This design comes from an exercise in tuning for small area, a short achievable clock period and few clock cycles per item on the open sky130 flow, not from production work. Function was checked by simulation only, so behaviour that the tests miss may differ from the original.

## flow/design.v (module list and top-level ports; edited modules follow where they fit)
// module RFILE: 2229 lines
module RFILE(clk, rst, A_x, A_y, B_x, B_y, C_x, C_y, rssiA, rssiB, rssiC,
             valueA, valueB, valueC, expA, expB, expC, busy, out_valid, xt, yt);
  // ...
==> flow/run.sh <==
#!/bin/bash
# synth_recipe.tcl (not shown) runs the flow's synth.tcl, then flattens the netlist and writes it again
# the make line also repeats each setting of config.mk as NAME=value (left out here)
make -C /OpenROAD-flow-scripts/flow DESIGN_CONFIG=/design/flow/config.mk WORK_HOME=/design/flow/orfs CLKGATE_MAP_FILE= SYNTH_SCRIPT=/design/flow/synth_recipe.tcl finish
==> flow/config.mk <==
export PLATFORM = sky130hd
export DESIGN_NAME = RFILE
export DESIGN_NICKNAME = RFILE
export VERILOG_FILES = /design/flow/design.v
export SDC_FILE = /design/flow/constraint.sdc
export NUM_CORES = 8
export LEC_CHECK = 0
export ABC_AREA = 1
export CAP_MARGIN = 20
export CORE_MARGIN = 2
export CORE_UTILIZATION = 40
export SLEW_MARGIN = 20
==> flow/constraint.sdc <==
create_clock -name core_clock -period 115.0 [get_ports {clk}]
set_input_delay 23.0000 -clock core_clock [delete_from_list [all_inputs] [get_ports {clk}]]
set_output_delay 23.0000 -clock core_clock [all_outputs]
set_load 0.01 [all_outputs]
==> summary.md, run 1 <==
| Metric | Value |
|---|---|
| First-pass GRT wire length | 204000 µm |
| Register Area | 0.00681 mm² |
| Die span in y | 323 µm |
| Final hold vios | 0 |
| Outcome | complete, no violations |
| Buf+Inv Stages, Crit Path | 2 |
| Crit path max-delay family | simple AND/OR/NAND/NOR gates |
| Placed Area | 0.0442 mm² |
| CP max FO | 3 |
| Period utilization | 0.221 |
| Dominant cell type by count on the critical path | nor2_1 |
| Post-synth top cells | inv_1 (1113), nand2_1 (1099), nor2_1 (522) |
| Largest family of logic cells by synthesized area | adder cells |
| Hold crit path type | reg2reg |
| Clk buf depth | 3 |
| Post-Synth XOR/XNOR Area | 0.0693 |
| Synth Area in Adders | 0.287 |
| Final WL | 132000 µm |
| Initial DRC count | 3225 |
| Final TNS setup | 0 ns |
| Maxcap violations | 0 |
| Post-route insts no fill | 7119 |
| Congestion Overflow GR | 0 |
| DR vias/cell | 5.21 |
| Diode count | 1 |
| GRT met3 Usage | 0.0318 |
| Largest net degree at the start of global routing | 80 |
| Nets | 6594 |
| Non-clock buffer instance count of the final layout | 267 |
| Gates resized, CTS repair | 0 |
| Share of layout cells above drive strength 1 | 0.0517 |
| Total GRT Usage | 0.253 |
| Most common cell after layout, fill and taps aside | inv_1 |
| Design Area, Final | 0.0454 mm² |
| Register area share after synthesis | 0.168 |
| Worst Path Required | 115.28 ns |
| Final core occ | 0.453 |
| Final min period | 25.45 ns |
| Unique masters post-synth | 71 |
Testbench counts, summed over its fixed seeds: cycles 5,198, items 512.
==> inputs of run 2 (changes only) <==
--- a/flow/design.v
+++ b/flow/design.v
@@ -6,40 +6,51 @@
 input  [7:0]    A_x, A_y, B_x, B_y, C_x, C_y;
 input  [19:0]   rssiA, rssiB, rssiC;
 input  [15:0]   valueA, valueB, valueC;
 output reg [11:0] expA, expB, expC;
 output          busy;
 output reg      out_valid;
 output reg [7:0] xt, yt;
 reg  [4:0] t;
+reg  [8:0] ph;            
 reg  [2:0] k;             
-reg  [4:0] endx, endy;    
-reg  [4:0] tfin;
-wire       first = (t == 5'd7);
-wire [4:0] endxn = 5'd6 + {3'd0, fsx} + {2'd0, k};
-wire [4:0] endyn = 5'd6 + {3'd0, fsy} + {2'd0, k};
-wire [4:0] finn = (endxn > endyn) ? endxn : endyn;
-wire       lastx = first ? (endxn == 5'd7) : (t == endx);
-wire       lasty = first ? (endyn == 5'd7) : (t == endy);
-wire       fin = first ? (finn == 5'd7) : ((t > 5'd7) && (t == tfin));
-wire       fex = (t <= endx - {2'd0, k});
-wire       fey = (t <= endy - {2'd0, k});
+reg        knz;           
+reg  [2:0] cx_, cy_;      
+wire       first = ph[7];
+wire [2:0] nxn = {1'b0, fsx} + k;      
+wire [2:0] nyn = {1'b0, fsy} + k;
+wire [2:0] cxn = first ? nxn : (cx_ == 3'd0) ? 3'd0 : cx_ - 3'd1;
+wire [2:0] cyn = first ? nyn : (cy_ == 3'd0) ? 3'd0 : cy_ - 3'd1;
+wire       lastx = (cxn == 3'd1);
+wire       lasty = (cyn == 3'd1);
+wire       fin = ph[8] && (cxn <= 3'd1) && (cyn <= 3'd1);
+reg  [1:0] fcx, fcy;      
+wire       fex = (fcx != 2'd0);
+wire       fey = (fcy != 2'd0);
 always @(posedge clk or posedge rst) begin
     if (rst) begin
         t <= 5'd0;
+        ph <= 9'd1;
         out_valid <= 1'b0;
     end else begin
-        t <= fin ? 5'd0 : t + 5'd1;
+        t <= fin ? 5'd0 : (t == 5'd8) ? t : t + 5'd1;
+        ph <= fin ? 9'd1 : {ph[8] | ph[7], ph[6:0], 1'b0};
         out_valid <= fin;
     end
 end
 assign busy = ~out_valid;
 always @(posedge clk) begin
-    if (first) begin endx <= endxn; endy <= endyn; tfin <= finn; end
+    cx_ <= cxn;
+    cy_ <= cyn;
+    if (first) begin fcx <= fsx - 2'd1; fcy <= fsy - 2'd1; end
+    else begin
+        if (fcx != 2'd0) fcx <= fcx - 2'd1;
+        if (fcy != 2'd0) fcy <= fcy - 2'd1;
+    end
 end
 function [13:0] f_exp(input [19:0] u);
     reg [19:0] z; reg [2:0] r, rn; reg [16:0] q; integer j; reg b;
     begin
         z = 20'd806912 - u;
         r = 3'd0;
         for (j = 18; j >= 2; j = j - 1) begin
             b = z[j];
@@ -54,24 +65,24 @@
         end
         f_exp = q[13:0];
     end
 endfunction
 reg  [19:0] rs;
 reg  [1:0]  iA, iB, iC;
 wire [13:0] e = f_exp(rs);
 always @(posedge clk) begin
-    rs <= (t == 5'd0) ? rssiA : (t == 5'd1) ? rssiB : rssiC;
-    if (t == 5'd1) {iA, expA} <= e;
-    if (t == 5'd2) {iB, expB} <= e;
-    if (t == 5'd3) {iC, expC} <= e;
+    rs <= ph[0] ? rssiA : ph[1] ? rssiB : rssiC;
+    if (ph[1]) {iA, expA} <= e;
+    if (ph[2]) {iB, expB} <= e;
+    if (ph[3]) {iC, expC} <= e;
 end
 reg  [15:0] vr;
 reg  [7:0]  cx, cy;
-wire [1:0]  isel = (t == 5'd4) ? iA : (t == 5'd5) ? iB : iC;
+wire [1:0]  isel = ph[4] ? iA : ph[5] ? iB : iC;
 wire du_i0 = (isel == 2'd0), du_i1 = (isel == 2'd1), du_i2 = (isel == 2'd2), du_i3 = (isel == 2'd3);
 wire du_0 = (du_i0 & vr[0]);
 wire du_1 = (du_i0 & vr[1]);
 wire du_2 = (du_i1 & vr[0]);
 wire du_3 = (du_i0 & vr[2]);
 wire du_4 = (du_i1 & vr[1]);
 wire du_5 = (du_i2 & vr[0]);
 wire du_6 = (du_i0 & vr[3]) | (du_i1 & vr[0]);
@@ -673,37 +684,39 @@
 wire sq_404 = (sq_370 & sq_371) | (sq_370 & sq_402) | (sq_371 & sq_402);
 wire sq_405 = sq_372 ^ sq_373 ^ sq_404;
 wire sq_406 = (sq_372 & sq_373) | (sq_372 & sq_404) | (sq_373 & sq_404);
 wire sq_407 = sq_374 ^ sq_375 ^ sq_406;
 wire sq_408 = (sq_374 & sq_375) | (sq_374 & sq_406) | (sq_375 & sq_406);
 wire [15:0] sq_sum = {sq_407, sq_405, sq_403, sq_401, sq_399, sq_397, sq_395, sq_393, sq_391, sq_389, sq_387, sq_385, sq_383, sq_381, sq_379, sq_377};
 wire [15:0] w = sq_sum;
 always @(posedge clk) begin
-    vr <= (t == 5'd3) ? valueA : (t == 5'd4) ? valueB : valueC;
-    {cx, cy} <= (t == 5'd3) ? {A_x, A_y} : (t == 5'd4) ? {B_x, B_y} : {C_x, C_y};
+    vr <= ph[3] ? valueA : ph[4] ? valueB : valueC;
+    {cx, cy} <= ph[3] ? {A_x, A_y} : ph[4] ? {B_x, B_y} : {C_x, C_y};
 end
 reg  [15:0] c0, c1;
 always @(posedge clk) begin
-    if (t == 5'd4) c0 <= w;
-    else if (t == 5'd5) c0 <= c0 - w;
-    if (t == 5'd5) c1 <= w;
-    else if (t == 5'd6) c1 <= c1 - w;
+    if (ph[0]) c0 <= {A_x, B_x};
+    else if (ph[4]) c0 <= w;
+    else if (ph[5]) c0 <= c0 - w;
+    if (ph[0]) c1 <= {C_x, A_y};
+    else if (ph[5]) c1 <= w;
+    else if (ph[6]) c1 <= c1 - w;
 end
-wire signed [8:0] x0 = {1'b0, B_x} - {1'b0, A_x};
-wire signed [8:0] x1 = {1'b0, C_x} - {1'b0, B_x};
-wire signed [8:0] y0 = {1'b0, B_y} - {1'b0, A_y};
-wire signed [8:0] y1 = {1'b0, C_y} - {1'b0, B_y};
-wire [15:0] ma = (t == 5'd6) ? c0 : (t == 5'd7) ? c1 : (t == 5'd1) ? {{7{fx[17]}}, fx[17:9]} : {{7{fx[8]}}, fx[8:0]};
-wire [8:0]  mpx0 = (t == 5'd1) ? fy[17:9] : (t == 5'd2) ? fy[8:0] : (t == 5'd6) ? fx[17:9] : fx[8:0];
-wire        mnx = (t == 5'd2) || (t == 5'd7);
+wire signed [8:0] x0 = {1'b0, c0[7:0]} - {1'b0, c0[15:8]};
+wire signed [8:0] x1 = {1'b0, c1[15:8]} - {1'b0, c0[7:0]};
+wire signed [8:0] y0 = {1'b0, g[15:8]} - {1'b0, c1[7:0]};
+wire signed [8:0] y1 = {1'b0, g[7:0]} - {1'b0, g[15:8]};
+wire [15:0] ma = ph[6] ? c0 : first ? c1 : ph[2] ? {{7{fx[17]}}, fx[17:9]} : {{7{fx[8]}}, fx[8:0]};
+wire [8:0]  mpx0 = ph[2] ? fy[17:9] : ph[3] ? fy[8:0] : ph[6] ? fx[17:9] : fx[8:0];
+wire        mnx = ph[3] || first;
 wire [8:0]  mpx = mnx ? 9'd0 - mpx0 : mpx0;
-wire [8:0]  mpy = (t == 5'd6) ? 9'd0 - fy[8:0] : fy[17:9];
-wire [24:0] madx = (t == 5'd2) ? {{6{rx[18]}}, rx} : (t == 5'd7) ? {rx[18], rx, fx[17:13]} : 25'd0;
-wire [24:0] mady = (t == 5'd7) ? {ry[18], ry, fy[4:0]} : 25'd0;
+wire [8:0]  mpy = ph[6] ? 9'd0 - fy[8:0] : fy[17:9];
+wire [24:0] madx = ph[3] ? {{6{rx[18]}}, rx} : first ? {rx[18], rx, fx[17:13]} : 25'd0;
+wire [24:0] mady = first ? {ry[18], ry, fy[4:0]} : 25'd0;
 wire mx_0 = (ma[0] & mpx[0]);
 wire mx_1 = (ma[0] & mpx[1]);
 wire mx_2 = (ma[0] & mpx[2]);
 wire mx_3 = (ma[0] & mpx[3]);
 wire mx_4 = (ma[0] & mpx[4]);
 wire mx_5 = (ma[0] & mpx[5]);
 wire mx_6 = (ma[0] & mpx[6]);
 wire mx_7 = (ma[0] & mpx[7]);
@@ -1556,40 +1569,42 @@
 wire my_426 = (my_143 & my_167) | (my_143 & my_380) | (my_167 & my_380);
 wire [24:0] my_sum = {my_168, my_424, my_422, my_420, my_418, my_416, my_414, my_412, my_410, my_408, my_406, my_404, my_402, my_400, my_398, my_396, my_394, my_392, my_390, my_388, my_386, my_384, my_382, my_145, my_0} + {my_426, my_425, my_423, my_421, my_419, my_417, my_415, my_413, my_411, my_409, my_407, my_405, my_403, my_401, my_399, my_397, my_395, my_393, my_391, my_389, my_387, my_385, my_383, my_381, my_144};
 wire [24:0] mxo = mx_sum;
 wire [24:0] myo = my_sum;
 reg  [17:0] g;
 reg         sgnd;
 wire [17:0] dl = mxo[17:0];
 wire [16:0] adl = dl[17] ? 17'd0 - dl[16:0] : dl[16:0];
-wire gb17 = g[17], gb16 = ~g[17] & g[16], gb15 = ~g[17] & ~g[16];
+wire gb17 = g[17], gb16 = ~g[17] & g[16], gb15 = ~g[17] & ~g[16] & g[15], gb14 = ~g[17] & ~g[16] & ~g[15];
 wire [18:0] negg = 19'd0 - {1'b0, g};
 always @(posedge clk) begin
-    if (t == 5'd2) begin
+    if (ph[0]) g <= {2'b00, B_y, C_y};
+    else if (ph[3]) begin
         sgnd <= dl[17];
         g <= {adl, 1'b0};
         k <= 3'd0;
-    end else if (t >= 5'd3 && t <= 5'd6) begin
-        if (g[17:12] == 6'd0) begin g <= {g[11:0], 6'd0}; k <= k + 3'd2; end
-        else if (g[17:15] == 3'd0) begin g <= {g[14:0], 3'd0}; k <= k + 3'd1; end
+        knz <= 1'b0;
+    end else if (ph[4] | ph[5] | ph[6]) begin
+        if (g[17:10] == 8'd0) begin g <= {g[9:0], 8'd0}; k <= k + 3'd2; knz <= 1'b1; end
+        else if (g[17:14] == 4'd0) begin g <= {g[13:0], 4'd0}; k <= k + 3'd1; knz <= 1'b1; end
     end
 end
 wire [24:0] nx = mxo;
-wire f3x = (gb17 & (&nx[24:20] | ~|nx[24:20])) | (gb16 & (&nx[24:19] | ~|nx[24:19])) | (gb15 & (&nx[24:18] | ~|nx[24:18]));
-wire f6x = (gb17 & (&nx[24:23] | ~|nx[24:23])) | (gb16 & (&nx[24:22] | ~|nx[24:22])) | (gb15 & (&nx[24:21] | ~|nx[24:21]));
-wire [1:0] fsx = f3x ? 2'd1 : f6x ? 2'd2 : 2'd3;    
-wire [18:0] rix = f3x ? {nx[24], nx[20:3]} : f6x ? {nx[24], nx[23:6]} : {{3{nx[24]}}, nx[24:9]};
-wire [2:0] fix = f3x ? nx[2:0] : f6x ? nx[5:3] : nx[8:6];
-wire [17:0] ffx = f3x ? {18{nx[24]}} : f6x ? {nx[2:0], {15{nx[24]}}} : {nx[5:0], {12{nx[24]}}};
+wire f4x = knz & ((gb17 & (&nx[24:21] | ~|nx[24:21])) | (gb16 & (&nx[24:20] | ~|nx[24:20])) | (gb15 & (&nx[24:19] | ~|nx[24:19])) | (gb14 & (&nx[24:18] | ~|nx[24:18])));
+wire f8x = (gb17) | (gb16 & (&nx[24] | ~|nx[24])) | (gb15 & (&nx[24:23] | ~|nx[24:23])) | (gb14 & (&nx[24:22] | ~|nx[24:22]));
+wire [1:0] fsx = f4x ? 2'd1 : f8x ? 2'd2 : 2'd3;    
+wire [18:0] rix = f4x ? {nx[24], nx[21:4]} : f8x ? {{2{nx[24]}}, nx[24:8]} : {{6{nx[24]}}, nx[24:12]};
+wire [3:0] fix = f4x ? nx[3:0] : f8x ? nx[7:4] : nx[11:8];
+wire [17:0] ffx = f4x ? 18'd0 : f8x ? {nx[3:0], 14'd0} : {nx[7:0], 10'd0};
 reg  [18:0] rx;
 reg  [17:0] fx;
 reg         negx;
 wire [18:0] rrx0 = first ? rix : rx;
-wire fbx0 = first ? fix[2] : (fex & fx[17]);
+wire fbx0 = first ? fix[3] : (fex & fx[17]);
 wire ivx0 = ~rrx0[18];
 wire [19:0] xax0 = {rrx0, fbx0};
 wire [19:0] yax0 = {2'b00, g} ^ {20{ivx0}};
 wire ax0_g0 = xax0[0] & yax0[0]; wire ax0_p0 = xax0[0] ^ yax0[0];
 wire ax0_g1 = xax0[1] & yax0[1]; wire ax0_p1 = xax0[1] ^ yax0[1];
 wire ax0_g2 = xax0[2] & yax0[2]; wire ax0_p2 = xax0[2] ^ yax0[2];
 wire ax0_g3 = xax0[3] & yax0[3]; wire ax0_p3 = xax0[3] ^ yax0[3];
 wire ax0_g4 = xax0[4] & yax0[4]; wire ax0_p4 = xax0[4] ^ yax0[4];
@@ -1678,17 +1693,17 @@
 wire ax0_s14 = ax0_p14 ^ ax0_c14;
 wire ax0_s15 = ax0_p15 ^ ax0_c15;
 wire ax0_s16 = ax0_p16 ^ ax0_c16;
 wire ax0_s17 = ax0_p17 ^ ax0_c17;
 wire ax0_s18 = ax0_p18 ^ ax0_c18;
 wire ax0_s19 = ax0_p19 ^ ax0_c19;
 wire [18:0] rrx1 = {ax0_s18, ax0_s17, ax0_s16, ax0_s15, ax0_s14, ax0_s13, ax0_s12, ax0_s11, ax0_s10, ax0_s9, ax0_s8, ax0_s7, ax0_s6, ax0_s5, ax0_s4, ax0_s3, ax0_s2, ax0_s1, ax0_s0};
 wire qx0 = ~ax0_s19;
-wire fbx1 = first ? fix[1] : (fex & fx[16]);
+wire fbx1 = first ? fix[2] : (fex & fx[16]);
 wire ivx1 = ~rrx1[18];
 wire [19:0] xax1 = {rrx1, fbx1};
 wire [19:0] yax1 = {2'b00, g} ^ {20{ivx1}};
 wire ax1_g0 = xax1[0] & yax1[0]; wire ax1_p0 = xax1[0] ^ yax1[0];
 wire ax1_g1 = xax1[1] & yax1[1]; wire ax1_p1 = xax1[1] ^ yax1[1];
 wire ax1_g2 = xax1[2] & yax1[2]; wire ax1_p2 = xax1[2] ^ yax1[2];
 wire ax1_g3 = xax1[3] & yax1[3]; wire ax1_p3 = xax1[3] ^ yax1[3];
 wire ax1_g4 = xax1[4] & yax1[4]; wire ax1_p4 = xax1[4] ^ yax1[4];
@@ -1777,17 +1792,17 @@
 wire ax1_s14 = ax1_p14 ^ ax1_c14;
 wire ax1_s15 = ax1_p15 ^ ax1_c15;
 wire ax1_s16 = ax1_p16 ^ ax1_c16;
 wire ax1_s17 = ax1_p17 ^ ax1_c17;
 wire ax1_s18 = ax1_p18 ^ ax1_c18;
 wire ax1_s19 = ax1_p19 ^ ax1_c19;
 wire [18:0] rrx2 = {ax1_s18, ax1_s17, ax1_s16, ax1_s15, ax1_s14, ax1_s13, ax1_s12, ax1_s11, ax1_s10, ax1_s9, ax1_s8, ax1_s7, ax1_s6, ax1_s5, ax1_s4, ax1_s3, ax1_s2, ax1_s1, ax1_s0};
 wire qx1 = ~ax1_s19;
-wire fbx2 = first ? fix[0] : (fex & fx[15]);
+wire fbx2 = first ? fix[1] : (fex & fx[15]);
 wire ivx2 = ~rrx2[18];
 wire [19:0] xax2 = {rrx2, fbx2};
 wire [19:0] yax2 = {2'b00, g} ^ {20{ivx2}};
 wire ax2_g0 = xax2[0] & yax2[0]; wire ax2_p0 = xax2[0] ^ yax2[0];
 wire ax2_g1 = xax2[1] & yax2[1]; wire ax2_p1 = xax2[1] ^ yax2[1];
 wire ax2_g2 = xax2[2] & yax2[2]; wire ax2_p2 = xax2[2] ^ yax2[2];
 wire ax2_g3 = xax2[3] & yax2[3]; wire ax2_p3 = xax2[3] ^ yax2[3];
 wire ax2_g4 = xax2[4] & yax2[4]; wire ax2_p4 = xax2[4] ^ yax2[4];
@@ -1876,36 +1891,134 @@
 wire ax2_s14 = ax2_p14 ^ ax2_c14;
 wire ax2_s15 = ax2_p15 ^ ax2_c15;
 wire ax2_s16 = ax2_p16 ^ ax2_c16;
 wire ax2_s17 = ax2_p17 ^ ax2_c17;
 wire ax2_s18 = ax2_p18 ^ ax2_c18;
 wire ax2_s19 = ax2_p19 ^ ax2_c19;
 wire [18:0] rrx3 = {ax2_s18, ax2_s17, ax2_s16, ax2_s15, ax2_s14, ax2_s13, ax2_s12, ax2_s11, ax2_s10, ax2_s9, ax2_s8, ax2_s7, ax2_s6, ax2_s5, ax2_s4, ax2_s3, ax2_s2, ax2_s1, ax2_s0};
 wire qx2 = ~ax2_s19;
-wire [2:0] qx = {qx0, qx1, qx2};
-wire        ngx = first ? nx[24] : negx;
-wire [7:0]  qqx = first ? {{5{nx[24]}}, qx} : {fx[4:0], qx};
-wire        nzx = rrx3[18] ? (rrx3 != negg) : (rrx3 != 19'd0);
-wire [7:0]  resx = (qqx ^ {8{sgnd}}) + {7'd0, sgnd ^ (ngx & nzx)};
+wire fbx3 = first ? fix[0] : (fex & fx[14]);
+wire ivx3 = ~rrx3[18];
+wire [19:0] xax3 = {rrx3, fbx3};
+wire [19:0] yax3 = {2'b00, g} ^ {20{ivx3}};
+wire ax3_g0 = xax3[0] & yax3[0]; wire ax3_p0 = xax3[0] ^ yax3[0];
+wire ax3_g1 = xax3[1] & yax3[1]; wire ax3_p1 = xax3[1] ^ yax3[1];
+wire ax3_g2 = xax3[2] & yax3[2]; wire ax3_p2 = xax3[2] ^ yax3[2];
+wire ax3_g3 = xax3[3] & yax3[3]; wire ax3_p3 = xax3[3] ^ yax3[3];
+wire ax3_g4 = xax3[4] & yax3[4]; wire ax3_p4 = xax3[4] ^ yax3[4];
+wire ax3_g5 = xax3[5] & yax3[5]; wire ax3_p5 = xax3[5] ^ yax3[5];
+wire ax3_g6 = xax3[6] & yax3[6]; wire ax3_p6 = xax3[6] ^ yax3[6];
+wire ax3_g7 = xax3[7] & yax3[7]; wire ax3_p7 = xax3[7] ^ yax3[7];
+wire ax3_g8 = xax3[8] & yax3[8]; wire ax3_p8 = xax3[8] ^ yax3[8];
+wire ax3_g9 = xax3[9] & yax3[9]; wire ax3_p9 = xax3[9] ^ yax3[9];
+wire ax3_g10 = xax3[10] & yax3[10]; wire ax3_p10 = xax3[10] ^ yax3[10];
+wire ax3_g11 = xax3[11] & yax3[11]; wire ax3_p11 = xax3[11] ^ yax3[11];
+wire ax3_g12 = xax3[12] & yax3[12]; wire ax3_p12 = xax3[12] ^ yax3[12];
+wire ax3_g13 = xax3[13] & yax3[13]; wire ax3_p13 = xax3[13] ^ yax3[13];
+wire ax3_g14 = xax3[14] & yax3[14]; wire ax3_p14 = xax3[14] ^ yax3[14];
+wire ax3_g15 = xax3[15] & yax3[15]; wire ax3_p15 = xax3[15] ^ yax3[15];
+wire ax3_g16 = xax3[16] & yax3[16]; wire ax3_p16 = xax3[16] ^ yax3[16];
+wire ax3_g17 = xax3[17] & yax3[17]; wire ax3_p17 = xax3[17] ^ yax3[17];
+wire ax3_g18 = xax3[18] & yax3[18]; wire ax3_p18 = xax3[18] ^ yax3[18];
+wire ax3_g19 = xax3[19] & yax3[19]; wire ax3_p19 = xax3[19] ^ yax3[19];
+wire ax3_G0 = ax3_g1 | (ax3_p1 & ax3_g0); wire ax3_P0 = ax3_p1 & ax3_p0;
+wire ax3_G1 = ax3_g3 | (ax3_p3 & ax3_g2); wire ax3_P1 = ax3_p3 & ax3_p2;
+wire ax3_G2 = ax3_g5 | (ax3_p5 & ax3_g4); wire ax3_P2 = ax3_p5 & ax3_p4;
+wire ax3_G3 = ax3_g7 | (ax3_p7 & ax3_g6); wire ax3_P3 = ax3_p7 & ax3_p6;
+wire ax3_G4 = ax3_g9 | (ax3_p9 & ax3_g8); wire ax3_P4 = ax3_p9 & ax3_p8;
+wire ax3_G5 = ax3_g11 | (ax3_p11 & ax3_g10); wire ax3_P5 = ax3_p11 & ax3_p10;
+wire ax3_G6 = ax3_g13 | (ax3_p13 & ax3_g12); wire ax3_P6 = ax3_p13 & ax3_p12;
+wire ax3_G7 = ax3_g15 | (ax3_p15 & ax3_g14); wire ax3_P7 = ax3_p15 & ax3_p14;
+wire ax3_G8 = ax3_g17 | (ax3_p17 & ax3_g16); wire ax3_P8 = ax3_p17 & ax3_p16;
+wire ax3_G9 = ax3_g19 | (ax3_p19 & ax3_g18); wire ax3_P9 = ax3_p19 & ax3_p18;
+wire ax3_G10 = ax3_G1 | (ax3_P1 & ax3_G0); wire ax3_P10 = ax3_P1 & ax3_P0;
+wire ax3_G11 = ax3_G3 | (ax3_P3 & ax3_G2); wire ax3_P11 = ax3_P3 & ax3_P2;
+wire ax3_G12 = ax3_G5 | (ax3_P5 & ax3_G4); wire ax3_P12 = ax3_P5 & ax3_P4;
+wire ax3_G13 = ax3_G7 | (ax3_P7 & ax3_G6); wire ax3_P13 = ax3_P7 & ax3_P6;
+wire ax3_G14 = ax3_G9 | (ax3_P9 & ax3_G8); wire ax3_P14 = ax3_P9 & ax3_P8;
+wire ax3_G15 = ax3_G11 | (ax3_P11 & ax3_G10); wire ax3_P15 = ax3_P11 & ax3_P10;
+wire ax3_G16 = ax3_G13 | (ax3_P13 & ax3_G12); wire ax3_P16 = ax3_P13 & ax3_P12;
+wire ax3_G17 = ax3_G16 | (ax3_P16 & ax3_G15); wire ax3_P17 = ax3_P16 & ax3_P15;
+wire ax3_G18 = ax3_g2 | (ax3_p2 & ax3_G0); wire ax3_P18 = ax3_p2 & ax3_P0;
+wire ax3_G19 = ax3_g4 | (ax3_p4 & ax3_G10); wire ax3_P19 = ax3_p4 & ax3_P10;
+wire ax3_G20 = ax3_G2 | (ax3_P2 & ax3_G10); wire ax3_P20 = ax3_P2 & ax3_P10;
+wire ax3_G21 = ax3_g6 | (ax3_p6 & ax3_G20); wire ax3_P21 = ax3_p6 & ax3_P20;
+wire ax3_G22 = ax3_g8 | (ax3_p8 & ax3_G15); wire ax3_P22 = ax3_p8 & ax3_P15;
+wire ax3_G23 = ax3_G4 | (ax3_P4 & ax3_G15); wire ax3_P23 = ax3_P4 & ax3_P15;
+wire ax3_G24 = ax3_g10 | (ax3_p10 & ax3_G23); wire ax3_P24 = ax3_p10 & ax3_P23;
+wire ax3_G25 = ax3_G12 | (ax3_P12 & ax3_G15); wire ax3_P25 = ax3_P12 & ax3_P15;
+wire ax3_G26 = ax3_g12 | (ax3_p12 & ax3_G25); wire ax3_P26 = ax3_p12 & ax3_P25;
+wire ax3_G27 = ax3_G6 | (ax3_P6 & ax3_G25); wire ax3_P27 = ax3_P6 & ax3_P25;
+wire ax3_G28 = ax3_g14 | (ax3_p14 & ax3_G27); wire ax3_P28 = ax3_p14 & ax3_P27;
+wire ax3_G29 = ax3_g16 | (ax3_p16 & ax3_G17); wire ax3_P29 = ax3_p16 & ax3_P17;
+wire ax3_G30 = ax3_G8 | (ax3_P8 & ax3_G17); wire ax3_P30 = ax3_P8 & ax3_P17;
+wire ax3_G31 = ax3_g18 | (ax3_p18 & ax3_G30); wire ax3_P31 = ax3_p18 & ax3_P30;
+wire ax3_G32 = ax3_G14 | (ax3_P14 & ax3_G17); wire ax3_P32 = ax3_P14 & ax3_P17;
+wire ax3_c1 = ax3_g0 | (ax3_p0 & ivx3);
+wire ax3_c2 = ax3_G0 | (ax3_P0 & ivx3);
+wire ax3_c3 = ax3_G18 | (ax3_P18 & ivx3);
+wire ax3_c4 = ax3_G10 | (ax3_P10 & ivx3);
+wire ax3_c5 = ax3_G19 | (ax3_P19 & ivx3);
+wire ax3_c6 = ax3_G20 | (ax3_P20 & ivx3);
+wire ax3_c7 = ax3_G21 | (ax3_P21 & ivx3);
+wire ax3_c8 = ax3_G15 | (ax3_P15 & ivx3);
+wire ax3_c9 = ax3_G22 | (ax3_P22 & ivx3);
+wire ax3_c10 = ax3_G23 | (ax3_P23 & ivx3);
+wire ax3_c11 = ax3_G24 | (ax3_P24 & ivx3);
+wire ax3_c12 = ax3_G25 | (ax3_P25 & ivx3);
+wire ax3_c13 = ax3_G26 | (ax3_P26 & ivx3);
+wire ax3_c14 = ax3_G27 | (ax3_P27 & ivx3);
+wire ax3_c15 = ax3_G28 | (ax3_P28 & ivx3);
+wire ax3_c16 = ax3_G17 | (ax3_P17 & ivx3);
+wire ax3_c17 = ax3_G29 | (ax3_P29 & ivx3);
+wire ax3_c18 = ax3_G30 | (ax3_P30 & ivx3);
+wire ax3_c19 = ax3_G31 | (ax3_P31 & ivx3);
+wire ax3_c20 = ax3_G32 | (ax3_P32 & ivx3);
+wire ax3_s0 = ax3_p0 ^ ivx3;
+wire ax3_s1 = ax3_p1 ^ ax3_c1;
+wire ax3_s2 = ax3_p2 ^ ax3_c2;
+wire ax3_s3 = ax3_p3 ^ ax3_c3;
+wire ax3_s4 = ax3_p4 ^ ax3_c4;
+wire ax3_s5 = ax3_p5 ^ ax3_c5;
+wire ax3_s6 = ax3_p6 ^ ax3_c6;
+wire ax3_s7 = ax3_p7 ^ ax3_c7;
+wire ax3_s8 = ax3_p8 ^ ax3_c8;
+wire ax3_s9 = ax3_p9 ^ ax3_c9;
+wire ax3_s10 = ax3_p10 ^ ax3_c10;
+wire ax3_s11 = ax3_p11 ^ ax3_c11;
+wire ax3_s12 = ax3_p12 ^ ax3_c12;
+wire ax3_s13 = ax3_p13 ^ ax3_c13;
+wire ax3_s14 = ax3_p14 ^ ax3_c14;
+wire ax3_s15 = ax3_p15 ^ ax3_c15;
+wire ax3_s16 = ax3_p16 ^ ax3_c16;
+wire ax3_s17 = ax3_p17 ^ ax3_c17;
+wire ax3_s18 = ax3_p18 ^ ax3_c18;
+wire ax3_s19 = ax3_p19 ^ ax3_c19;
+wire [18:0] rrx4 = {ax3_s18, ax3_s17, ax3_s16, ax3_s15, ax3_s14, ax3_s13, ax3_s12, ax3_s11, ax3_s10, ax3_s9, ax3_s8, ax3_s7, ax3_s6, ax3_s5, ax3_s4, ax3_s3, ax3_s2, ax3_s1, ax3_s0};
+wire qx3 = ~ax3_s19;
+wire [3:0] qx = {qx0, qx1, qx2, qx3};
+wire [7:0]  qqx = {fx[3:0], qx};
+wire        nzx = rrx4[18] ? (rrx4 != negg) : (rrx4 != 19'd0);
+wire [7:0]  resx = (qqx ^ {8{sgnd}}) + {7'd0, sgnd ^ (negx & nzx)};
 always @(posedge clk) begin
     if (first) negx <= nx[24];
 end
 wire [24:0] ny = myo;
-wire f3y = (gb17 & (&ny[24:20] | ~|ny[24:20])) | (gb16 & (&ny[24:19] | ~|ny[24:19])) | (gb15 & (&ny[24:18] | ~|ny[24:18]));
-wire f6y = (gb17 & (&ny[24:23] | ~|ny[24:23])) | (gb16 & (&ny[24:22] | ~|ny[24:22])) | (gb15 & (&ny[24:21] | ~|ny[24:21]));
-wire [1:0] fsy = f3y ? 2'd1 : f6y ? 2'd2 : 2'd3;    
-wire [18:0] riy = f3y ? {ny[24], ny[20:3]} : f6y ? {ny[24], ny[23:6]} : {{3{ny[24]}}, ny[24:9]};
-wire [2:0] fiy = f3y ? ny[2:0] : f6y ? ny[5:3] : ny[8:6];
-wire [17:0] ffy = f3y ? {18{ny[24]}} : f6y ? {ny[2:0], {15{ny[24]}}} : {ny[5:0], {12{ny[24]}}};
+wire f4y = knz & ((gb17 & (&ny[24:21] | ~|ny[24:21])) | (gb16 & (&ny[24:20] | ~|ny[24:20])) | (gb15 & (&ny[24:19] | ~|ny[24:19])) | (gb14 & (&ny[24:18] | ~|ny[24:18])));
+wire f8y = (gb17) | (gb16 & (&ny[24] | ~|ny[24])) | (gb15 & (&ny[24:23] | ~|ny[24:23])) | (gb14 & (&ny[24:22] | ~|ny[24:22]));
+wire [1:0] fsy = f4y ? 2'd1 : f8y ? 2'd2 : 2'd3;    
+wire [18:0] riy = f4y ? {ny[24], ny[21:4]} : f8y ? {{2{ny[24]}}, ny[24:8]} : {{6{ny[24]}}, ny[24:12]};
+wire [3:0] fiy = f4y ? ny[3:0] : f8y ? ny[7:4] : ny[11:8];
+wire [17:0] ffy = f4y ? 18'd0 : f8y ? {ny[3:0], 14'd0} : {ny[7:0], 10'd0};
 reg  [18:0] ry;
 reg  [17:0] fy;
 reg         negy;
 wire [18:0] rry0 = first ? riy : ry;
-wire fby0 = first ? fiy[2] : (fey & fy[17]);
+wire fby0 = first ? fiy[3] : (fey & fy[17]);
 wire ivy0 = ~rry0[18];
 wire [19:0] xay0 = {rry0, fby0};
 wire [19:0] yay0 = {2'b00, g} ^ {20{ivy0}};
 wire ay0_g0 = xay0[0] & yay0[0]; wire ay0_p0 = xay0[0] ^ yay0[0];
 wire ay0_g1 = xay0[1] & yay0[1]; wire ay0_p1 = xay0[1] ^ yay0[1];
 wire ay0_g2 = xay0[2] & yay0[2]; wire ay0_p2 = xay0[2] ^ yay0[2];
 wire ay0_g3 = xay0[3] & yay0[3]; wire ay0_p3 = xay0[3] ^ yay0[3];
 wire ay0_g4 = xay0[4] & yay0[4]; wire ay0_p4 = xay0[4] ^ yay0[4];
@@ -1994,17 +2107,17 @@
 wire ay0_s14 = ay0_p14 ^ ay0_c14;
 wire ay0_s15 = ay0_p15 ^ ay0_c15;
 wire ay0_s16 = ay0_p16 ^ ay0_c16;
 wire ay0_s17 = ay0_p17 ^ ay0_c17;
 wire ay0_s18 = ay0_p18 ^ ay0_c18;
 wire ay0_s19 = ay0_p19 ^ ay0_c19;
 wire [18:0] rry1 = {ay0_s18, ay0_s17, ay0_s16, ay0_s15, ay0_s14, ay0_s13, ay0_s12, ay0_s11, ay0_s10, ay0_s9, ay0_s8, ay0_s7, ay0_s6, ay0_s5, ay0_s4, ay0_s3, ay0_s2, ay0_s1, ay0_s0};
 wire qy0 = ~ay0_s19;
-wire fby1 = first ? fiy[1] : (fey & fy[16]);
+wire fby1 = first ? fiy[2] : (fey & fy[16]);
 wire ivy1 = ~rry1[18];
 wire [19:0] xay1 = {rry1, fby1};
 wire [19:0] yay1 = {2'b00, g} ^ {20{ivy1}};
 wire ay1_g0 = xay1[0] & yay1[0]; wire ay1_p0 = xay1[0] ^ yay1[0];
 wire ay1_g1 = xay1[1] & yay1[1]; wire ay1_p1 = xay1[1] ^ yay1[1];
 wire ay1_g2 = xay1[2] & yay1[2]; wire ay1_p2 = xay1[2] ^ yay1[2];
 wire ay1_g3 = xay1[3] & yay1[3]; wire ay1_p3 = xay1[3] ^ yay1[3];
 wire ay1_g4 = xay1[4] & yay1[4]; wire ay1_p4 = xay1[4] ^ yay1[4];
@@ -2093,17 +2206,17 @@
 wire ay1_s14 = ay1_p14 ^ ay1_c14;
 wire ay1_s15 = ay1_p15 ^ ay1_c15;
 wire ay1_s16 = ay1_p16 ^ ay1_c16;
 wire ay1_s17 = ay1_p17 ^ ay1_c17;
 wire ay1_s18 = ay1_p18 ^ ay1_c18;
 wire ay1_s19 = ay1_p19 ^ ay1_c19;
 wire [18:0] rry2 = {ay1_s18, ay1_s17, ay1_s16, ay1_s15, ay1_s14, ay1_s13, ay1_s12, ay1_s11, ay1_s10, ay1_s9, ay1_s8, ay1_s7, ay1_s6, ay1_s5, ay1_s4, ay1_s3, ay1_s2, ay1_s1, ay1_s0};
 wire qy1 = ~ay1_s19;
-wire fby2 = first ? fiy[0] : (fey & fy[15]);
+wire fby2 = first ? fiy[1] : (fey & fy[15]);
 wire ivy2 = ~rry2[18];
 wire [19:0] xay2 = {rry2, fby2};
 wire [19:0] yay2 = {2'b00, g} ^ {20{ivy2}};
 wire ay2_g0 = xay2[0] & yay2[0]; wire ay2_p0 = xay2[0] ^ yay2[0];
 wire ay2_g1 = xay2[1] & yay2[1]; wire ay2_p1 = xay2[1] ^ yay2[1];
 wire ay2_g2 = xay2[2] & yay2[2]; wire ay2_p2 = xay2[2] ^ yay2[2];
 wire ay2_g3 = xay2[3] & yay2[3]; wire ay2_p3 = xay2[3] ^ yay2[3];
 wire ay2_g4 = xay2[4] & yay2[4]; wire ay2_p4 = xay2[4] ^ yay2[4];
@@ -2192,39 +2305,137 @@
 wire ay2_s14 = ay2_p14 ^ ay2_c14;
 wire ay2_s15 = ay2_p15 ^ ay2_c15;
 wire ay2_s16 = ay2_p16 ^ ay2_c16;
 wire ay2_s17 = ay2_p17 ^ ay2_c17;
 wire ay2_s18 = ay2_p18 ^ ay2_c18;
 wire ay2_s19 = ay2_p19 ^ ay2_c19;
 wire [18:0] rry3 = {ay2_s18, ay2_s17, ay2_s16, ay2_s15, ay2_s14, ay2_s13, ay2_s12, ay2_s11, ay2_s10, ay2_s9, ay2_s8, ay2_s7, ay2_s6, ay2_s5, ay2_s4, ay2_s3, ay2_s2, ay2_s1, ay2_s0};
 wire qy2 = ~ay2_s19;
-wire [2:0] qy = {qy0, qy1, qy2};
-wire        ngy = first ? ny[24] : negy;
-wire [7:0]  qqy = first ? {{5{ny[24]}}, qy} : {fy[4:0], qy};
-wire        nzy = rry3[18] ? (rry3 != negg) : (rry3 != 19'd0);
-wire [7:0]  resy = (qqy ^ {8{sgnd}}) + {7'd0, sgnd ^ (ngy & nzy)};
+wire fby3 = first ? fiy[0] : (fey & fy[14]);
+wire ivy3 = ~rry3[18];
+wire [19:0] xay3 = {rry3, fby3};
+wire [19:0] yay3 = {2'b00, g} ^ {20{ivy3}};
+wire ay3_g0 = xay3[0] & yay3[0]; wire ay3_p0 = xay3[0] ^ yay3[0];
+wire ay3_g1 = xay3[1] & yay3[1]; wire ay3_p1 = xay3[1] ^ yay3[1];
+wire ay3_g2 = xay3[2] & yay3[2]; wire ay3_p2 = xay3[2] ^ yay3[2];
+wire ay3_g3 = xay3[3] & yay3[3]; wire ay3_p3 = xay3[3] ^ yay3[3];
+wire ay3_g4 = xay3[4] & yay3[4]; wire ay3_p4 = xay3[4] ^ yay3[4];
+wire ay3_g5 = xay3[5] & yay3[5]; wire ay3_p5 = xay3[5] ^ yay3[5];
+wire ay3_g6 = xay3[6] & yay3[6]; wire ay3_p6 = xay3[6] ^ yay3[6];
+wire ay3_g7 = xay3[7] & yay3[7]; wire ay3_p7 = xay3[7] ^ yay3[7];
+wire ay3_g8 = xay3[8] & yay3[8]; wire ay3_p8 = xay3[8] ^ yay3[8];
+wire ay3_g9 = xay3[9] & yay3[9]; wire ay3_p9 = xay3[9] ^ yay3[9];
+wire ay3_g10 = xay3[10] & yay3[10]; wire ay3_p10 = xay3[10] ^ yay3[10];
+wire ay3_g11 = xay3[11] & yay3[11]; wire ay3_p11 = xay3[11] ^ yay3[11];
+wire ay3_g12 = xay3[12] & yay3[12]; wire ay3_p12 = xay3[12] ^ yay3[12];
+wire ay3_g13 = xay3[13] & yay3[13]; wire ay3_p13 = xay3[13] ^ yay3[13];
+wire ay3_g14 = xay3[14] & yay3[14]; wire ay3_p14 = xay3[14] ^ yay3[14];
+wire ay3_g15 = xay3[15] & yay3[15]; wire ay3_p15 = xay3[15] ^ yay3[15];
+wire ay3_g16 = xay3[16] & yay3[16]; wire ay3_p16 = xay3[16] ^ yay3[16];
+wire ay3_g17 = xay3[17] & yay3[17]; wire ay3_p17 = xay3[17] ^ yay3[17];
+wire ay3_g18 = xay3[18] & yay3[18]; wire ay3_p18 = xay3[18] ^ yay3[18];
+wire ay3_g19 = xay3[19] & yay3[19]; wire ay3_p19 = xay3[19] ^ yay3[19];
+wire ay3_G0 = ay3_g1 | (ay3_p1 & ay3_g0); wire ay3_P0 = ay3_p1 & ay3_p0;
+wire ay3_G1 = ay3_g3 | (ay3_p3 & ay3_g2); wire ay3_P1 = ay3_p3 & ay3_p2;
+wire ay3_G2 = ay3_g5 | (ay3_p5 & ay3_g4); wire ay3_P2 = ay3_p5 & ay3_p4;
+wire ay3_G3 = ay3_g7 | (ay3_p7 & ay3_g6); wire ay3_P3 = ay3_p7 & ay3_p6;
+wire ay3_G4 = ay3_g9 | (ay3_p9 & ay3_g8); wire ay3_P4 = ay3_p9 & ay3_p8;
+wire ay3_G5 = ay3_g11 | (ay3_p11 & ay3_g10); wire ay3_P5 = ay3_p11 & ay3_p10;
+wire ay3_G6 = ay3_g13 | (ay3_p13 & ay3_g12); wire ay3_P6 = ay3_p13 & ay3_p12;
+wire ay3_G7 = ay3_g15 | (ay3_p15 & ay3_g14); wire ay3_P7 = ay3_p15 & ay3_p14;
+wire ay3_G8 = ay3_g17 | (ay3_p17 & ay3_g16); wire ay3_P8 = ay3_p17 & ay3_p16;
+wire ay3_G9 = ay3_g19 | (ay3_p19 & ay3_g18); wire ay3_P9 = ay3_p19 & ay3_p18;
+wire ay3_G10 = ay3_G1 | (ay3_P1 & ay3_G0); wire ay3_P10 = ay3_P1 & ay3_P0;
+wire ay3_G11 = ay3_G3 | (ay3_P3 & ay3_G2); wire ay3_P11 = ay3_P3 & ay3_P2;
+wire ay3_G12 = ay3_G5 | (ay3_P5 & ay3_G4); wire ay3_P12 = ay3_P5 & ay3_P4;
+wire ay3_G13 = ay3_G7 | (ay3_P7 & ay3_G6); wire ay3_P13 = ay3_P7 & ay3_P6;
+wire ay3_G14 = ay3_G9 | (ay3_P9 & ay3_G8); wire ay3_P14 = ay3_P9 & ay3_P8;
+wire ay3_G15 = ay3_G11 | (ay3_P11 & ay3_G10); wire ay3_P15 = ay3_P11 & ay3_P10;
+wire ay3_G16 = ay3_G13 | (ay3_P13 & ay3_G12); wire ay3_P16 = ay3_P13 & ay3_P12;
+wire ay3_G17 = ay3_G16 | (ay3_P16 & ay3_G15); wire ay3_P17 = ay3_P16 & ay3_P15;
+wire ay3_G18 = ay3_g2 | (ay3_p2 & ay3_G0); wire ay3_P18 = ay3_p2 & ay3_P0;
+wire ay3_G19 = ay3_g4 | (ay3_p4 & ay3_G10); wire ay3_P19 = ay3_p4 & ay3_P10;
+wire ay3_G20 = ay3_G2 | (ay3_P2 & ay3_G10); wire ay3_P20 = ay3_P2 & ay3_P10;
+wire ay3_G21 = ay3_g6 | (ay3_p6 & ay3_G20); wire ay3_P21 = ay3_p6 & ay3_P20;
+wire ay3_G22 = ay3_g8 | (ay3_p8 & ay3_G15); wire ay3_P22 = ay3_p8 & ay3_P15;
+wire ay3_G23 = ay3_G4 | (ay3_P4 & ay3_G15); wire ay3_P23 = ay3_P4 & ay3_P15;
+wire ay3_G24 = ay3_g10 | (ay3_p10 & ay3_G23); wire ay3_P24 = ay3_p10 & ay3_P23;
+wire ay3_G25 = ay3_G12 | (ay3_P12 & ay3_G15); wire ay3_P25 = ay3_P12 & ay3_P15;
+wire ay3_G26 = ay3_g12 | (ay3_p12 & ay3_G25); wire ay3_P26 = ay3_p12 & ay3_P25;
+wire ay3_G27 = ay3_G6 | (ay3_P6 & ay3_G25); wire ay3_P27 = ay3_P6 & ay3_P25;
+wire ay3_G28 = ay3_g14 | (ay3_p14 & ay3_G27); wire ay3_P28 = ay3_p14 & ay3_P27;
+wire ay3_G29 = ay3_g16 | (ay3_p16 & ay3_G17); wire ay3_P29 = ay3_p16 & ay3_P17;
+wire ay3_G30 = ay3_G8 | (ay3_P8 & ay3_G17); wire ay3_P30 = ay3_P8 & ay3_P17;
+wire ay3_G31 = ay3_g18 | (ay3_p18 & ay3_G30); wire ay3_P31 = ay3_p18 & ay3_P30;
+wire ay3_G32 = ay3_G14 | (ay3_P14 & ay3_G17); wire ay3_P32 = ay3_P14 & ay3_P17;
+wire ay3_c1 = ay3_g0 | (ay3_p0 & ivy3);
+wire ay3_c2 = ay3_G0 | (ay3_P0 & ivy3);
+wire ay3_c3 = ay3_G18 | (ay3_P18 & ivy3);
+wire ay3_c4 = ay3_G10 | (ay3_P10 & ivy3);
+wire ay3_c5 = ay3_G19 | (ay3_P19 & ivy3);
+wire ay3_c6 = ay3_G20 | (ay3_P20 & ivy3);
+wire ay3_c7 = ay3_G21 | (ay3_P21 & ivy3);
+wire ay3_c8 = ay3_G15 | (ay3_P15 & ivy3);
+wire ay3_c9 = ay3_G22 | (ay3_P22 & ivy3);
+wire ay3_c10 = ay3_G23 | (ay3_P23 & ivy3);
+wire ay3_c11 = ay3_G24 | (ay3_P24 & ivy3);
+wire ay3_c12 = ay3_G25 | (ay3_P25 & ivy3);
+wire ay3_c13 = ay3_G26 | (ay3_P26 & ivy3);
+wire ay3_c14 = ay3_G27 | (ay3_P27 & ivy3);
+wire ay3_c15 = ay3_G28 | (ay3_P28 & ivy3);
+wire ay3_c16 = ay3_G17 | (ay3_P17 & ivy3);
+wire ay3_c17 = ay3_G29 | (ay3_P29 & ivy3);
+wire ay3_c18 = ay3_G30 | (ay3_P30 & ivy3);
+wire ay3_c19 = ay3_G31 | (ay3_P31 & ivy3);
+wire ay3_c20 = ay3_G32 | (ay3_P32 & ivy3);
+wire ay3_s0 = ay3_p0 ^ ivy3;
+wire ay3_s1 = ay3_p1 ^ ay3_c1;
+wire ay3_s2 = ay3_p2 ^ ay3_c2;
+wire ay3_s3 = ay3_p3 ^ ay3_c3;
+wire ay3_s4 = ay3_p4 ^ ay3_c4;
+wire ay3_s5 = ay3_p5 ^ ay3_c5;
+wire ay3_s6 = ay3_p6 ^ ay3_c6;
+wire ay3_s7 = ay3_p7 ^ ay3_c7;
+wire ay3_s8 = ay3_p8 ^ ay3_c8;
+wire ay3_s9 = ay3_p9 ^ ay3_c9;
+wire ay3_s10 = ay3_p10 ^ ay3_c10;
+wire ay3_s11 = ay3_p11 ^ ay3_c11;
+wire ay3_s12 = ay3_p12 ^ ay3_c12;
+wire ay3_s13 = ay3_p13 ^ ay3_c13;
+wire ay3_s14 = ay3_p14 ^ ay3_c14;
+wire ay3_s15 = ay3_p15 ^ ay3_c15;
+wire ay3_s16 = ay3_p16 ^ ay3_c16;
+wire ay3_s17 = ay3_p17 ^ ay3_c17;
+wire ay3_s18 = ay3_p18 ^ ay3_c18;
+wire ay3_s19 = ay3_p19 ^ ay3_c19;
+wire [18:0] rry4 = {ay3_s18, ay3_s17, ay3_s16, ay3_s15, ay3_s14, ay3_s13, ay3_s12, ay3_s11, ay3_s10, ay3_s9, ay3_s8, ay3_s7, ay3_s6, ay3_s5, ay3_s4, ay3_s3, ay3_s2, ay3_s1, ay3_s0};
+wire qy3 = ~ay3_s19;
+wire [3:0] qy = {qy0, qy1, qy2, qy3};
+wire [7:0]  qqy = {fy[3:0], qy};
+wire        nzy = rry4[18] ? (rry4 != negg) : (rry4 != 19'd0);
+wire [7:0]  resy = (qqy ^ {8{sgnd}}) + {7'd0, sgnd ^ (negy & nzy)};
 always @(posedge clk) begin
     if (first) negy <= ny[24];
 end
 always @(posedge clk) begin
-    if (t == 5'd1) rx <= mxo[18:0];
-    else if (t == 5'd6) rx <= mxo[23:5];
-    else rx <= rrx3;
-    if (t == 5'd6) ry <= myo[23:5];
-    else ry <= rry3;
-    if (t == 5'd0) begin
+    if (ph[2]) rx <= mxo[18:0];
+    else if (ph[6]) rx <= mxo[23:5];
+    else rx <= rrx4;
+    if (ph[6]) ry <= myo[23:5];
+    else ry <= rry4;
+    if (ph[1]) begin
         fx <= {y1, y0};
         fy <= {x0, x1};
-    end else if (t == 5'd6) begin
+    end else if (ph[6]) begin
         fx <= {mxo[4:0], fx[12:0]};
         fy <= {fy[17:5], myo[4:0]};
     end else if (first) begin
-        fx <= {ffx[17:3], qx};
-        fy <= {ffy[17:3], qy};
-    end else if (t > 5'd7) begin
-        fx <= {fx[14:0], qx};
-        fy <= {fy[14:0], qy};
+        fx <= {ffx[17:4], qx};
+        fy <= {ffy[17:4], qy};
+    end else if (ph[8]) begin
+        fx <= {fx[13:0], qx};
+        fy <= {fy[13:0], qy};
     end
-    if (lastx) xt <= resx;
-    if (lasty) yt <= resy;
+    if (ph[8] & lastx) xt <= resx;
+    if (ph[8] & lasty) yt <= resy;
 end
 endmodule
==> flow/flow/run.sh (new file) <==
#!/bin/bash
# Standard layout (the standard.sh) with two changes:
#  - synthesis script flow/syn.tcl (the standard flow's script, Yosys synth -noabc),
#  - port buffers are sky130_fd_sc_hd__buf_1 (every port still gets one).
set -euo pipefail
HERE=$(pwd)
sed -e "s#SYNTH_SCRIPT=[^ ]*#SYNTH_SCRIPT=$HERE/flow/syn.tcl#" \
    -e "s#make -C #make BUFFER_PORTS_ARGS='-buffer_cell sky130_fd_sc_hd__buf_1' -C #" \
    standard.sh > flow_standard.sh
grep -q "flow/syn.tcl" flow_standard.sh
grep -q "BUFFER_PORTS_ARGS" flow_standard.sh
bash flow_standard.sh finish > make.log 2>&1
==> flow/flow/syn.tcl (new file) <==
# The standard flow's synthesis script (synth_recipe.tcl) with one change: Yosys's generic
# synth runs without its early "abc -fast" pass (-noabc). That pass rewrites
# the XOR/majority logic so that extract_fa builds full adders with inverted
# pins and leaves inverters between them. Registers are unchanged.
proc synth {args} { yosys synth -nofsm -noshare -noabc {*}$args }
source $::env(SCRIPTS_DIR)/synth.tcl
# left out here: clear keep_hierarchy, flatten, clean up, hide names made inside functions, write 1_2_yosys.v
==> flow/standard.sh (new file) <==
#!/bin/bash
# synth_recipe.tcl (not shown) runs the flow's synth.tcl, then flattens the netlist and writes it again
# the make line also repeats each setting of config.mk as NAME=value (left out here)
make -C /OpenROAD-flow-scripts/flow DESIGN_CONFIG=/design/flow/config.mk WORK_HOME=/design/flow/orfs CLKGATE_MAP_FILE= SYNTH_SCRIPT=/design/flow/synth_recipe.tcl "${@:-finish}"
removed: flow/run.sh
==> summary.md, run 2 <==
| Metric | Value |
|---|---|
| Cell area after synthesis | 0.0410 mm² (was 0.0406 mm²) |
| Die X | 324 µm (was 323 µm) |
| I/O pins | 212 (unchanged) |
| Main area contributors after synthesis | fa_1 (19%), edfxtp_1 (11%), ha_1 (10%) (was fa_1 (19%), edfxtp_1 (12%), inv_1 (10%)) |
| # port buffers | 208 (unchanged) |
| Final hold vios | 0 (unchanged) |
| Final core occ | 0.436 (was 0.453) |
| Initial DRC count | 3480 (was 3225) |
| Gr busiest metal | met2 (unchanged) |
| Reg2reg path depth | 112 (was 122) |
| Final min period | 24.96 ns (was 25.45 ns) |
| CP Launch Type | flip-flop (was input pin) |
| Avg Synthesized Cell Area | 7.42 µm² (was 7.24 µm²) |
| Worst-Margin Slew | 1.13 ns (was 1.11 ns) |
| Clock latency on the worst-skew pair | 0.65 ns (was 0.58 ns) |
| Largest net degree at the start of global routing | 86 (was 80) |
| Clk buf depth | 3 (unchanged) |
| Area of the multi-input gates | 0.0304 mm² (was 0.0288 mm²) |
| Hpwl dp | 117000 µm (was 106000 µm) |
| Dominant cell type by count on the critical path | nand2_1 (was nor2_1) |
| Origin of the critical flop-to-flop path | ph[3]$_DFF_PP0_ (was t[4]$_DFF_PP0_) |
| Unique masters post-synth | 69 (was 71) |
| Post-CTS setup buffers | 0 (unchanged) |
| CP arrival | 25.34 ns (was 25.73 ns) |
| Number of synthesized flops with an enable pin | 153 (was 159) |
| Total GRT Usage | 0.273 (was 0.253) |
| Maxcap violations | 0 (unchanged) |
| Hold path cells | 4 (was 2) |
| Final TNS setup | 0 ns (unchanged) |
| CP max FO | 50 (was 3) |
| Worst path slowest cell | dfrtp_4 (was clkdlybuf4s50_1) |
| Most common cell after layout, fill and taps aside | nand2_1 (was inv_1) |
| CTS root buf | clkbuf_16 (unchanged) |
| GRT met3 Usage | 0.0408 (was 0.0318) |
| Placer Congestion | 0.995 (was 0.960) |
| Asr flop ratio synth | 0.0385 (was 0.0232) |
| Die area | 0.105 mm² (was 0.104 mm²) |
| Post-synth top cells | nand2_1 (1098), inv_1 (774), nor2_1 (601) (was inv_1 (1113), nand2_1 (1099), nor2_1 (522)) |
| Worst Path Required | 115.37 ns (was 115.28 ns) |
| Syn-to-layout area delta | 8.19% (was 11.9%) |
| Peak Freq | 40.1 MHz (was 39.3 MHz) |
| Fillers | 10.6k (was 10.3k) |
| Post-Syn Nets | 6416 (was 6468) |
| First drt pass iteration count | 7 (was 8) |
| Top-count cell post-synth | nand2_1 (was inv_1) |
| Synth Instances | 5523 (was 5607) |
| Share of layout cells above drive strength 1 | 0.0470 (was 0.0517) |
| Crit-path max cell delay | 0.80 ns (was 0.63 ns) |
| Gates resized, CTS repair | 0 (unchanged) |
| Number of core rows | 117 (was 116) |
| GRT met1 Usage | 0.356 (was 0.344) |
| CTS Sinks | 260 (was 259) |
| Hold crit path type | reg2reg (unchanged) |
| H-tree levels | 1 (was 2) |
| Placed cells | 6974 (was 7052) |
| Cell taking the most area after synthesis | fa_1 (unchanged) |
| Critical path type | reg2reg (was in2reg) |
| Synth Flop Type | edfxtp_1 (unchanged) |
| Final WL | 145000 µm (was 132000 µm) |
| Diode count | 0 (was 1) |
| Vias in the first global route | 36.9k (was 35.9k) |
| Met2 Resource Use GR | 0.460 (was 0.419) |
| Post-route insts no fill | 7032 (was 7119) |
| Drt drc | 0 (unchanged) |
| Critical path endpoint category | flip-flop (unchanged) |
| Core Box Area | 0.102 mm² (was 0.100 mm²) |
| Yosys warns | 1 (unchanged) |
| Outcome | complete, no violations (unchanged) |
| DR vias/cell | 5.42 (was 5.21) |
| Final setup vio count | 0 (unchanged) |
| Post-synth top area share | 0.192 (was 0.188) |
| Congestion Overflow GR | 0 (unchanged) |
| Register area share after synthesis | 0.166 (was 0.168) |
| RSZ-0062 raised after global routing | no (unchanged) |
| Cts bufs inserted | 31 (was 36) |
| Wire length per cell | 20.6 µm (was 18.5 µm) |
| Largest registers | rs (19), rx (19), ry (19) (unchanged) |
| Hold worst-path end | cx_[1]$_DFF_P_ (was negy$_DFF_P_) |
| Worst-path clk slew | 0.06 ns (about the same) |
| Die span in y | 324 µm (was 323 µm) |
| Reg2reg end | xt[6]$_DFFE_PP_ (was xt[7]$_DFFE_PP_) |
| CTS tree | built (unchanged) |
| Antenna-violating nets left | 0 (unchanged) |
| Final Skew | 0.0577 ns (was 0.0279 ns) |
| Slew Limit Fails | 0 (unchanged) |
| Worst relative slew slack | 0.248 (was 0.254) |
| # hold bufs at CTS | 0 (unchanged) |
| Seq cells post-synth | 260 (was 259) |
| Initial Utilization | 0.403 (was 0.405) |
| Reg2Reg Setup Slack | 90.04 ns (was 90.61 ns) |
| Register Area | 0.00680 mm² (was 0.00681 mm²) |
| First-pass GRT wire length | 219000 µm (was 204000 µm) |
| DR vias | 38.1k (was 37.1k) |
| Period utilization | 0.217 (was 0.221) |
| Initial antenna violation count | 5 (was 3) |
| Most frequent cells in the layout | nand2_1 (1098), inv_1 (771), nor2_1 (600) (was inv_1 (1110), nand2_1 (1099), nor2_1 (515)) |
| Nets | 6532 (was 6594) |
| HP Start | cx_[2]$_DFF_P_ (was negy$_DFF_P_) |
## run 2: changes by cell type after synthesis, sizes merged, moves of 17 or more
cell and delta:
a31oi -17, o211ai +26, inv -331, nand2 -33, a21o +17, xnor2 -38, clkbuf +22, nor2 +72
xor2 +115, ha +20, a21oi +96, o22ai -38, a22oi +33
## run 2: worst max-delay path: cells and delay by family, from the launching register on
kind,cells,cell delay (ns)
simple gates,47,6.28
compound gates,31,7.11
buf+inv,13,2.85
flops,1,0.80
fa+ha+maj,14,5.10
xor+xnor,7,2.45
## run 2: final cells by class
class                   instances  area share
clock buffers                  40      0.0194
repair buffers                284      0.0305
clock inverters                18     0.00339
flip-flops and latches        260       0.153
well taps                    1368      0.0386
multi-input cells            4255       0.686
inverters                     807      0.0684
## run 2: logic make-up (layout without fill, tap and decap cells)
kind of cell    count (synthesis)  count (layout)  share of synthesized area
simple gates                 2092            2092                      0.211
compound gates               1032            1032                      0.148
buf+inv                      1008            1149                     0.0929
fa+ha+maj                     735             735                      0.297
xor+xnor                      395             395                     0.0855
flops                         260             260                      0.166
mux                             1               1                   0.000244
## run 2: routing by layer
metal / vias up / part of all wire
li1: 18100 / -
met2: 1389 / 0.47
met1: 18300 / 0.42
met4: 2 / 0.039
met5: - / 0.000055
met3: 309 / 0.072
## run 2: through the flow
| stage | hold slack, ns | setup slack (ns) | instance area, µm² |
|---|---|---|---|
| after floorplan | 0.520 | 91.51 | 41000 |
| after global placement | 0.555 | 90.60 | 43300 |
| after detailed placement | 0.568 | 90.45 | 43300 |
| after CTS | 0.583 | 90.42 | 44300 |
| after global routing | 0.647 | 87.93 | 44300 |
| final | 0.589 | 90.04 | 44300 |
## run 2: worst max path at each step
stage | startpoint | end | slack [ns] | depth (start not counted)
after floorplan | out_valid$_DFF_PP0_ | busy | 91.51 | 1
after global placement | ph[3]$_DFF_PP0_ | xt[6]$_DFFE_PP_ | 90.60 | 114
after detailed placement | ph[3]$_DFF_PP0_ | xt[6]$_DFFE_PP_ | 90.45 | 112
after CTS | ph[3]$_DFF_PP0_ | xt[6]$_DFFE_PP_ | 90.42 | 112
after global routing | ph[3]$_DFF_PP0_ | xt[6]$_DFFE_PP_ | 87.93 | 113
final | ph[3]$_DFF_PP0_ | xt[6]$_DFFE_PP_ | 90.04 | 112
Testbench counts of run 2, summed over its fixed seeds: cycles 4,791, items 512.
==> inputs of run 3 (changes only) <==
==> flow/run.sh (new file) <==
#!/bin/bash
# synth_recipe.tcl (not shown) runs the flow's synth.tcl, then flattens the netlist and writes it again
# the make line also repeats each setting of config.mk as NAME=value (left out here)
make -C /OpenROAD-flow-scripts/flow DESIGN_CONFIG=/design/flow/config.mk WORK_HOME=/design/flow/orfs CLKGATE_MAP_FILE= SYNTH_SCRIPT=/design/flow/synth_recipe.tcl finish
removed: flow/flow/run.sh
removed: flow/flow/syn.tcl
removed: flow/standard.sh
==> summary.md, run 3 <==
| Metric | Value |
|---|---|
| Outcome | complete, no violations (unchanged) |
| Final WS setup | 90.49 ns (was 90.04 ns) |
| Slew Limit Fails | 0 (unchanged) |
| Peak Freq | 40.8 MHz (was 40.1 MHz) |
| Cell area after synthesis | 0.0422 mm² (was 0.0410 mm²) |
| Initial antenna violation count | 11 (was 5) |
| Final hold vios | 0 (unchanged) |
| Gates resized, CTS repair | 0 (unchanged) |
| Final Skew | 0.0382 ns (was 0.0577 ns) |
| Syn-to-layout area delta | 11.5% (was 8.19%) |
| Post-CTS setup buffers | 0 (unchanged) |
| Critical path endpoint category | primary output (was flip-flop) |
| CP Launch Type | flip-flop (unchanged) |
| DR vias | 39.9k (was 38.1k) |
| Clock latency on the worst-skew pair | 0.58 ns (was 0.65 ns) |
| Crit path cell chain | inv_1, clkdlybuf4s50_1 |
| Post-route insts no fill | 7463 (was 7032) |
| Clk buf depth | 3 (unchanged) |
| Initial Utilization | 0.402 (was 0.403) |
| Final setup vio count | 0 (unchanged) |
| First-pass GRT wire length | 222000 µm (was 219000 µm) |
| Congestion Overflow GR | 0 (unchanged) |
| Asr flop ratio synth | 0.0385 (unchanged) |
| Total GRT Usage | 0.268 (was 0.273) |
| Post-synth top area share | 0.180 (was 0.192) |
| Worst Path Required | 92.00 ns (was 115.37 ns) |
| Worst hold slack | 0.512 ns (was 0.589 ns) |
| Period utilization | 0.213 (was 0.217) |
| Placed cells | 7395 (was 6974) |
| Most frequent cells in the layout | nand2_1 (1150), inv_1 (1137), nor2_1 (512) (was nand2_1 (1098), inv_1 (771), nor2_1 (600)) |
| Post-Syn Nets | 6787 (was 6416) |
| CP max FO | 2 (was 50) |
| Crit-path max cell delay | 0.52 ns (was 0.80 ns) |
| # port buffers | 208 (unchanged) |
| Worst slack at placement | 90.89 ns (was 90.45 ns) |
| Final min period | 24.51 ns (was 24.96 ns) |
| Cell taking the most area after synthesis | fa_1 (unchanged) |
| CTS Sinks | 260 (unchanged) |
| Drt drc | 0 (unchanged) |
| Initial DRC count | 3715 (was 3480) |
| Die X | 329 µm (was 324 µm) |
| Nets | 6911 (was 6532) |
| H-tree levels | 2 (was 1) |
| Synth Flop Type | edfxtp_1 (unchanged) |
| Hpwl dp | 117000 µm (about the same) |
| Number of synthesized flops with an enable pin | 153 (unchanged) |
| # hold bufs at CTS | 0 (unchanged) |
| Worst-Margin Slew | 1.19 ns (was 1.13 ns) |
| Wire length per cell | 19.7 µm (was 20.6 µm) |
| CTS root buf | clkbuf_16 (unchanged) |
| Die area | 0.108 mm² (was 0.105 mm²) |
| Core Box Area | 0.105 mm² (was 0.102 mm²) |
| Top-count cell post-synth | nand2_1 (unchanged) |
| Worst relative slew slack | 0.200 (was 0.248) |
| Synth Instances | 5919 (was 5523) |
| Die span in y | 329 µm (was 324 µm) |
| CTS tree | built (unchanged) |
| Final WL | 147000 µm (was 145000 µm) |
| Unique masters post-synth | 63 (was 69) |
| I/O pins | 212 (unchanged) |
| Antenna-violating nets left | 0 (unchanged) |
| Avg Synthesized Cell Area | 7.13 µm² (was 7.42 µm²) |
| Yosys warns | 1 (unchanged) |
| Number of core rows | 119 (was 117) |
| Register area share after synthesis | 0.161 (was 0.166) |
| Largest registers | rs (19), rx (19), ry (19) (unchanged) |
| First drt pass iteration count | 6 (was 7) |
| RSZ-0062 raised after global routing | no (unchanged) |
| DR vias/cell | 5.34 (was 5.42) |
| CP arrival | 1.51 ns (was 25.34 ns) |
| Post-synth top cells | nand2_1 (1150), inv_1 (1140), nor2_1 (512) (was nand2_1 (1098), inv_1 (774), nor2_1 (601)) |
| Worst path slowest cell | clkdlybuf4s50_1 (was dfrtp_4) |
| Hold crit path type | reg2reg (unchanged) |
| Worst-path clk slew | 0.06 ns (about the same) |
| Main area contributors after synthesis | fa_1 (18%), edfxtp_1 (11%), nand2_1 (10%) (was fa_1 (19%), edfxtp_1 (11%), ha_1 (10%)) |
| Share of layout cells above drive strength 1 | 0.0437 (was 0.0470) |
| Largest net degree at the start of global routing | 86 (unchanged) |
| Vias in the first global route | 37.8k (was 36.9k) |
| Critical path type | reg2out (was reg2reg) |
| Placer Congestion | 0.998 (was 0.995) |
| Maxcap violations | 0 (unchanged) |
| Cts bufs inserted | 36 (was 31) |
| Final TNS setup | 0 ns (unchanged) |
| Seq cells post-synth | 260 (unchanged) |
| Most common cell after layout, fill and taps aside | nand2_1 (unchanged) |
## run 3: cell count changes after synthesis, sizes merged, moves of 22 or more
cell   before   now
nand2    1131  1194
o21ai     346   369
xnor2      40    91
a21oi     357   379
nor2      615   524
xor2      354   309
inv       798  1162
## run 3: final cells by class
| type | count | area, µm² |
|---|---|---|
| multi-input combinational | 4278 | 30300 |
| timing repair buffer | 283 | 2650 |
| tap | 1391 | 1740 |
| antenna | 2 | 5.00 |
| sequential | 260 | 6800 |
| clock buffer | 47 | 973 |
| inverter | 1184 | 4440 |
| clock inverter | 18 | 178 |
| fill | 10800 | 57900 |
## run 3: per-layer routing
layer  global-route usage  part of all wire  routed length, µm
met1                0.382              0.44              64900
met2                0.410              0.43              63400
met3               0.0479             0.095              14000
met4               0.0805             0.033               4850
met5                    0           0.00072                106
## run 3: through the flow
stage	cell area [µm²]	util
CTS	47000	0.448
detailed placement	45900	0.437
finish	47100	0.448
global route	47100	0.448
floorplan	42200	-
global placement	45900	0.437
## run 3: cell families after synthesis
family                   after synthesis  synth area share
adder cells (fa/ha/maj)              710             0.278
AO/OA/AOI/OAI                       1071             0.146
AND/OR/NAND/NOR                     2095             0.208
flip-flops                           260             0.161
XOR/XNOR                             402            0.0844
buffers and inverters               1381             0.123
## run 3: final timing paths
path	startpoint	endpoint	slack [ns]	cells after the start
worst min-delay path	cy_[2]$_DFF_P_	cy_[1]$_DFF_P_	0.51	2
max in group asynchronous	rst	ph[7]$_DFF_PP0_	91.88	2
min in group asynchronous	rst	ph[3]$_DFF_PP0_	22.75	2
worst max register to register	ph[6]$_DFF_PP0_	xt[7]$_DFFE_PP_	90.70	119
worst max-delay path	out_valid$_DFF_PP0_	busy	90.49	2
worst min register to register	cy_[2]$_DFF_P_	cy_[1]$_DFF_P_	0.51	2
## run 3: worst max-delay path, delay by kind of cell, from the launching register on
kind | cells | cell delay (ns)
flops | 1 | 0.37
buf+inv | 2 | 0.57

[static timing again, ports no longer ideal]
In the flow no input, the clock included, has a driving cell. The finished layouts below were timed again as built, in two steps. Step 1: set_driving_cell puts a clkbuf_16 on clk and a buf_2 on each other input, an assumption about the parent block. Step 2 moves the port delays by t, midway between the first and last clock arrival at a register: inputs arrive t later, outputs are due t later. That takes back most of the time a late clock gives input paths. a / b / c = ideal ports / drivers / drivers and shift; a / b = the first two.
| run | t (ns) | slack for setup (ns) | clock arrival spread, ns | worst register clock-pin slew, ns | pins driven straight from the clock port |
|---|---|---|---|---|---|
| run 1 | 0.637 | 89.549 / 89.590 / 88.953 | 0.028 / 0.028 | 0.07 / 0.07 | 1 |
| run 2 | 0.684 | 90.038 / 90.038 / 90.038 | 0.057 / 0.058 | 0.07 / 0.07 | 1 |
| run 3 | 0.633 | 90.485 / 90.417 / 90.704 | 0.039 / 0.038 | 0.07 / 0.07 | 1 |
After both steps setup and hold are still met in every run listed. For run 1, which loses most, drivers alone change the setup slack by +0.041 ns; drivers and shift together by -0.596 ns.
